Context: an optimization exercise on an open-source flow, tuned for small area. The choices shown serve that exercise and are no tape-out recipe.
In this exercise RTL edits were held to simulation tests only and were not proved equivalent to the original.
Power is estimated from default activity; no workload was simulated.

## run 1
Design flappy_core, start of the top module:
module flappy_core(
	input  wire        clk,
	input  wire        rst,
	input  wire        tick,
	input  wire        fly,
	input  wire        start,
	input  wire        ret,
	input  wire        rnd_btn,
	input  wire [7:0]  back_data,
	input  wire [7:0]  bird_data1,
	input  wire [7:0]  bird_data2,
	input  wire [7:0]  bird_data3,
	input  wire [7:0]  downtube_data1,
	input  wire [7:0]  downtube_data2,
	input  wire [7:0]  downtube_data3,
	input  wire [7:0]  uptube_data1,
	input  wire [7:0]  uptube_data2,
	input  wire [7:0]  uptube_data3,
	input  wire [7:0]  strip_data,
	input  wire [7:0]  num_data1,
	input  wire [7:0]  num_data2,
	input  wire [7:0]  num_data3,
	input  wire [7:0]  startback_data,
	input  wire [7:0]  retback_data,
	output wire        hsync,
	output wire        vsync,
	output wire [2:0]  red,
	output wire [2:0]  green,
	output wire [1:0]  blue,
	output wire [14:0] back_add,
	output wire [9:0]  bird_add,
	output wire [12:0] downtube_add1,
	output wire [12:0] downtube_add2,
	output wire [12:0] downtube_add3,
	output wire [12:0] uptube_add1,
	output wire [12:0] uptube_add2,
	output wire [12:0] uptube_add3,
	output wire [8:0]  strip_add,
	output wire [10:0] num_add1,
	output wire [10:0] num_add2,
	output wire [10:0] num_add3,
	output wire [10:0] startback_add,
	output wire [10:0] retback_add,
	output wire [1:0]  game_state,
  ...
==> flow/config.mk <==
export PLATFORM = sky130hd
export DESIGN_NAME = flappy_core
export DESIGN_NICKNAME = flappy_core
export VERILOG_FILES = /design/flow/design.v
export SDC_FILE = /design/flow/constraint.sdc
export NUM_CORES = 4
export LEC_CHECK = 0
export CAP_MARGIN = 20
export CORE_MARGIN = 2
export CORE_UTILIZATION = 60
export SLEW_MARGIN = 20
==> flow/constraint.sdc <==
create_clock -name core_clock -period 14.0 [get_ports {clk}]
set_input_delay 2.8000 -clock core_clock [delete_from_list [all_inputs] [get_ports {clk}]]
set_output_delay 2.8000 -clock core_clock [all_outputs]
set_load 0.01 [all_outputs]
standard.sh (not shown) runs the stock make flow with config.mk's settings and CLKGATE_MAP_FILE= SYNTH_SCRIPT=/design/flow/synth_recipe.tcl, a recipe that flattens the netlist after the stock synthesis.
==> flow/flow/run.sh <==
#!/bin/bash
# The standard layout (standard.sh), with these changes:
#  - after synthesis, the netlist is reworked and then laid out:
#    flow/polar.py re-chooses the polarity of the full adders and rebuilds half
#    adders with inverted inputs from plain gates (fewer inverters);
#    flow/remap.sh maps the remaining plain logic again with ABC's area mapper
#    (adders, flip-flops and their names untouched);
#    flow/debuf.py drops buffers that only copy a net to an output port;
#    flow/eq.sh then proves the result equivalent to the synthesized netlist,
#    register by register; if any step fails, the synthesized netlist is used;
#  - the port buffers use the smallest buffer cell;
#  - clock tree synthesis uses clkbuf_8 and no dummy loads.
set -euo pipefail
export BUFFER_PORTS_ARGS="-buffer_cell sky130_fd_sc_hd__buf_1"
export CTS_ARGS="-sink_clustering_enable -repair_clock_nets -buf_list sky130_fd_sc_hd__clkbuf_8 -root_buf sky130_fd_sc_hd__clkbuf_8 -sink_clustering_buffer sky130_fd_sc_hd__clkbuf_4 -sink_clustering_size 8 -dont_use_dummy_load"
bash standard.sh synth > synth.log 2>&1
R=orfs/results/${FLOW_PLATFORM:-sky130hd}/flappy_core/base
cp "$R/1_2_yosys.v" net0_synth.v
if python3 flow/polar.py net0_synth.v net1_polar.v > rework.log 2>&1 &&
   bash flow/remap.sh net1_polar.v net2_remap.v >> rework.log 2>&1 &&
   python3 flow/debuf.py net2_remap.v net3_debuf.v >> rework.log 2>&1 &&
   bash flow/eq.sh net0_synth.v net3_debuf.v; then
  echo "rework: netlist replaced" >> rework.log
  cp net3_debuf.v "$R/1_2_yosys.v"
  rm -f "$R/1_synth.odb" "$R/1_synth.sdc"
else
  echo "rework: kept the synthesized netlist" >> rework.log
fi
bash standard.sh > standard_flow.log 2>&1
Other scripts of this flow, unchanged in this note and not shown: flow/flow/area.abc, flow/flow/debuf.py, flow/flow/dontuse.txt, flow/flow/eq.sh, flow/flow/polar.py, flow/flow/remap.sh
Relative to run 1, the following input files were edited for run 2:
diff --git a/flow/flow/run.sh b/flow/flow/run.sh
--- a/flow/flow/run.sh
+++ b/flow/flow/run.sh
@@ -13,5 +13,5 @@
 set -euo pipefail
 export BUFFER_PORTS_ARGS="-buffer_cell sky130_fd_sc_hd__buf_1"
-export CTS_ARGS="-sink_clustering_enable -repair_clock_nets -buf_list sky130_fd_sc_hd__clkbuf_8 -root_buf sky130_fd_sc_hd__clkbuf_8 -sink_clustering_buffer sky130_fd_sc_hd__clkbuf_4 -sink_clustering_size 8 -dont_use_dummy_load"
+export CTS_ARGS="-sink_clustering_enable -repair_clock_nets -buf_list sky130_fd_sc_hd__clkbuf_8 -dont_use_dummy_load"
 bash standard.sh synth > synth.log 2>&1
 R=orfs/results/${FLOW_PLATFORM:-sky130hd}/flappy_core/base
--- outcome ---
Status | run 2 and run 1 | clean
Final-layout worst hold slack: run 2 vs run 1 up 0.0030 ns
As far as area fraction of clock buffers and clock inverters is concerned, run 2 and run 1 perform about the same.
In run 2 the global-route wire length before repair turned out 1.1% higher than in run 1.
In terms of cell total after placement, run 2 and run 1 differ only marginally.
On overall power of the completed layout: between run 2 and run 1, it ends up lower for run 2.
Against run 1 as the reference, run 2 delivers a higher total routed wirelength.
Against run 1 as the reference, run 2 delivers a lower number of antenna cells inserted.
The following lists how run 3 was set up differently from run 2:
diff --git a/flow/flow/run.sh b/flow/flow/run.sh
--- a/flow/flow/run.sh
+++ b/flow/flow/run.sh
@@ -13,5 +13,5 @@
 set -euo pipefail
 export BUFFER_PORTS_ARGS="-buffer_cell sky130_fd_sc_hd__buf_1"
-export CTS_ARGS="-sink_clustering_enable -repair_clock_nets -buf_list sky130_fd_sc_hd__clkbuf_8 -dont_use_dummy_load"
+export CTS_ARGS="-sink_clustering_enable -repair_clock_nets -buf_list {sky130_fd_sc_hd__clkbuf_4 sky130_fd_sc_hd__clkbuf_8} -dont_use_dummy_load"
 bash standard.sh synth > synth.log 2>&1
 R=orfs/results/${FLOW_PLATFORM:-sky130hd}/flappy_core/base
==> comparison <==
Compared with run 2, run 3 shows combinational share of power lower by 0.2 points. On final HPWL from detailed placement, run 3 and run 2 are neck and neck. On final-layout non-clock buffer area share, run 3 and run 2 are basically level. Changes observed in run 3 relative to run 2: biggest fanout along the worst timing path dropped 6, utilization after layout stayed essentially flat. Of run 3 and run 2, the higher met1 usage in global routing belongs to run 2. Switching power as a share of total power for run 3: 0.17 points down relative to run 2. Summary of run 3 over run 2: global-route usage over all layers held steady; latest clock arrival within the worst-skew pair has decreased; setup slack went down by 0.031 ns; area growth from synthesis to final layout held.

---

Another version of the RTL of flappy_core (not shown whole).
Size in the first run: ~2000 cells after synthesis, ~420 I/O pins, about 0.016 mm^2 of cells after synthesis.
==> flow/config.mk <==
export PLATFORM = sky130hd
export DESIGN_NAME = flappy_core
export DESIGN_NICKNAME = flappy_core
export VERILOG_FILES = /design/flow/design.v
export SDC_FILE = /design/flow/constraint.sdc
export NUM_CORES = 4
export LEC_CHECK = 0
export CAP_MARGIN = 20
export CORE_MARGIN = 2
export CORE_UTILIZATION = 60
export SLEW_MARGIN = 20
==> flow/constraint.sdc <==
create_clock -name core_clock -period 14.0 [get_ports {clk}]
set_input_delay 2.8000 -clock core_clock [delete_from_list [all_inputs] [get_ports {clk}]]
set_output_delay 2.8000 -clock core_clock [all_outputs]
set_load 0.01 [all_outputs]
==> flow/flow/run.sh <==
#!/bin/bash
# The standard layout (standard.sh), with these changes:
#  - after synthesis, the netlist is reworked and then laid out:
#    flow/polar.py re-chooses the polarity of the full adders and rebuilds half
#    adders with inverted inputs from plain gates (fewer inverters);
#    flow/remap.sh maps the remaining plain logic again with ABC's area mapper
#    (adders, flip-flops and their names untouched);
#    flow/debuf.py drops buffers that only copy a net to an output port;
#    flow/eq.sh then proves the result equivalent to the synthesized netlist,
#    register by register; if any step fails, the synthesized netlist is used;
#  - the port buffers use the smallest buffer cell;
#  - clock tree synthesis uses clkbuf_8 and no dummy loads.
set -euo pipefail
export BUFFER_PORTS_ARGS="-buffer_cell sky130_fd_sc_hd__buf_1"
export CTS_ARGS="-sink_clustering_enable -repair_clock_nets -buf_list sky130_fd_sc_hd__clkbuf_8 -dont_use_dummy_load"
bash standard.sh synth > synth.log 2>&1
R=orfs/results/${FLOW_PLATFORM:-sky130hd}/flappy_core/base
cp "$R/1_2_yosys.v" net0_synth.v
if python3 flow/polar.py net0_synth.v net1_polar.v > rework.log 2>&1 &&
   bash flow/remap.sh net1_polar.v net2_remap.v >> rework.log 2>&1 &&
   python3 flow/debuf.py net2_remap.v net3_debuf.v >> rework.log 2>&1 &&
   bash flow/eq.sh net0_synth.v net3_debuf.v; then
  echo "rework: netlist replaced" >> rework.log
  cp net3_debuf.v "$R/1_2_yosys.v"
  rm -f "$R/1_synth.odb" "$R/1_synth.sdc"
else
  echo "rework: kept the synthesized netlist" >> rework.log
fi
bash standard.sh > standard_flow.log 2>&1
==> flow/flow/area.abc <==
strash
dc2
dch
amap
topo
==> flow/flow/remap.sh <==
#!/bin/bash
# remap.sh IN.v OUT.v: map the plain logic of a mapped netlist again with ABC's
# area mapper (flow/area.abc), keeping the full adders, flip-flops and tie cells as
# they are (half adders are mapped again too). Cells on the platform's don't-use list (flow/dontuse.txt) stay unused.
set -uo pipefail
D=$(cd "$(dirname "$0")" && pwd)
TOP=${FLOW_TOP:-flappy_core}
LIB=$FLOW_HOME/platforms/${FLOW_PLATFORM:-sky130hd}/lib/sky130_fd_sc_hd__tt_025C_1v80.lib
YOSYS=$(command -v yosys || echo "$FLOW_HOME/../tools/install/yosys/bin/yosys")
DU=$(cat "$D/dontuse.txt")
KEEP="sky130_fd_sc_hd__fa_1 sky130_fd_sc_hd__dfxtp_1 sky130_fd_sc_hd__conb_1"
"$YOSYS" -p "read_liberty -ignore_miss_func $LIB; blackbox $KEEP; read_verilog $1; hierarchy -top $TOP; flatten; rename -hide w:_*.*; opt_clean; abc -liberty $LIB $DU -script $D/area.abc; opt_clean -purge; splitnets; insbuf -buf sky130_fd_sc_hd__buf_1 A X; opt_clean -purge; stat -liberty $LIB; write_verilog -noattr -noexpr -nohex -nodec $2" > remap.log 2>&1
Other scripts of this flow, unchanged in this note and not shown: flow/flow/debuf.py, flow/flow/dontuse.txt, flow/flow/eq.sh, flow/flow/polar.py
Rerun with:
--- a/flow/flow/run.sh
+++ b/flow/flow/run.sh
@@ -12 +12,2 @@
-#  - clock tree synthesis uses clkbuf_8 and no dummy loads.
+#  - clock tree synthesis uses clkbuf_8 and no dummy loads;
+#  - after global routing, non-critical cells are sized down (RECOVER_POWER).
@@ -15,0 +17 @@
+export RECOVER_POWER=100
--- a/flow/flow/remap.sh
+++ b/flow/flow/remap.sh
@@ -3,2 +3,2 @@
-# area mapper (flow/area.abc), keeping the full adders, flip-flops and tie cells as
-# they are (half adders are mapped again too). Cells on the platform's don't-use list (flow/dontuse.txt) stay unused.
+# area mapper (flow/area.abc), keeping the adders, flip-flops and tie cells as
+# they are. Cells on the platform's don't-use list (flow/dontuse.txt) stay unused.
@@ -11 +11 @@
-KEEP="sky130_fd_sc_hd__fa_1 sky130_fd_sc_hd__dfxtp_1 sky130_fd_sc_hd__conb_1"
+KEEP="sky130_fd_sc_hd__fa_1 sky130_fd_sc_hd__ha_1 sky130_fd_sc_hd__dfxtp_1 sky130_fd_sc_hd__conb_1"
The new run produced a layout that fails on capacitance limit, slew limit.
Wire length is higher by 5.8%.
Synthesized area is higher by 7.7%.
Clock skew stays flat.
Setup slack got worse by 0.38 ns.
Global-route usage came out lower by 0.27 points.
Sequential power rises by about 2%.
Rerun with:
--- a/flow/flow/run.sh
+++ b/flow/flow/run.sh
@@ -12,2 +12 @@
-#  - clock tree synthesis uses clkbuf_8 and no dummy loads;
-#  - after global routing, non-critical cells are sized down (RECOVER_POWER).
+#  - clock tree synthesis uses clkbuf_8 and no dummy loads.
@@ -17 +15,0 @@
-export RECOVER_POWER=100
==> flow/flow/area.abc (replaced) <==
strash
dc2
dch
amap
strash
dc2
dch
amap
strash
dc2
dch
amap
topo
--- a/flow/flow/remap.sh
+++ b/flow/flow/remap.sh
@@ -3,2 +3,2 @@
-# area mapper (flow/area.abc), keeping the adders, flip-flops and tie cells as
-# they are. Cells on the platform's don't-use list (flow/dontuse.txt) stay unused.
+# area mapper (flow/area.abc), keeping the full adders, flip-flops and tie cells as
+# they are (half adders are mapped again too). Cells on the platform's don't-use list (flow/dontuse.txt) stay unused.
@@ -11 +11 @@
-KEEP="sky130_fd_sc_hd__fa_1 sky130_fd_sc_hd__ha_1 sky130_fd_sc_hd__dfxtp_1 sky130_fd_sc_hd__conb_1"
+KEEP="sky130_fd_sc_hd__fa_1 sky130_fd_sc_hd__dfxtp_1 sky130_fd_sc_hd__conb_1"
Effect: This time the run passed the timing, DRC and antenna checks. Final area drops by 7.8%. Worst setup slack gets better by 0.49 ns. Sequential share of layout area went up by 1.3 points. Maximum frequency is higher by 4.0%. Worst hold slack is better by 0.0039 ns. Via count falls by 0.48%.

static timing again, ports no longer ideal:
Ports are ideal in the flow. The routed layouts listed here were re-timed in OpenROAD.
Step 1: set_driving_cell puts a clkbuf_16 on clk and a buf_2 on each other input, an assumption about the parent block.
Step 2 moves the port delays by t, midway between the first and last clock arrival at a register: inputs arrive t later, outputs are due t later. That takes back most of the time a late clock gives input paths.
Slacks: no drivers / after step 1 / after step 2; pairs: no drivers / after step 1.
run | t (ns) | slack for setup (ns) | worst hold slack (ns) | slew at the worst register clock pin (ns) | pins driven straight from the clock port
run 1 | 0.500 | 1.766 / 1.719 / 2.219 | 0.467 / 0.467 / 0.467 | 0.10 / 0.10 | 1
run 2 | 0.504 | 1.722 / 1.676 / 2.180 | 0.470 / 0.470 / 0.470 | 0.10 / 0.10 | 1
run 3 | 0.488 | 1.691 / 1.647 / 2.135 | 0.465 / 0.465 / 0.465 | 0.10 / 0.10 | 1
the first run of note 2 | 0.512 | 1.580 / 1.533 / 2.045 | 0.455 / 0.455 / 0.455 | 0.11 / 0.11 | 1
the second run of note 2 | 0.499 | 1.203 / 1.154 / 1.653 | 0.440 / 0.440 / 0.440 | 0.09 / 0.09 | 1
the third run of note 2 | 0.504 | 1.698 / 1.649 / 2.153 | 0.444 / 0.444 / 0.444 | 0.11 / 0.11 | 1
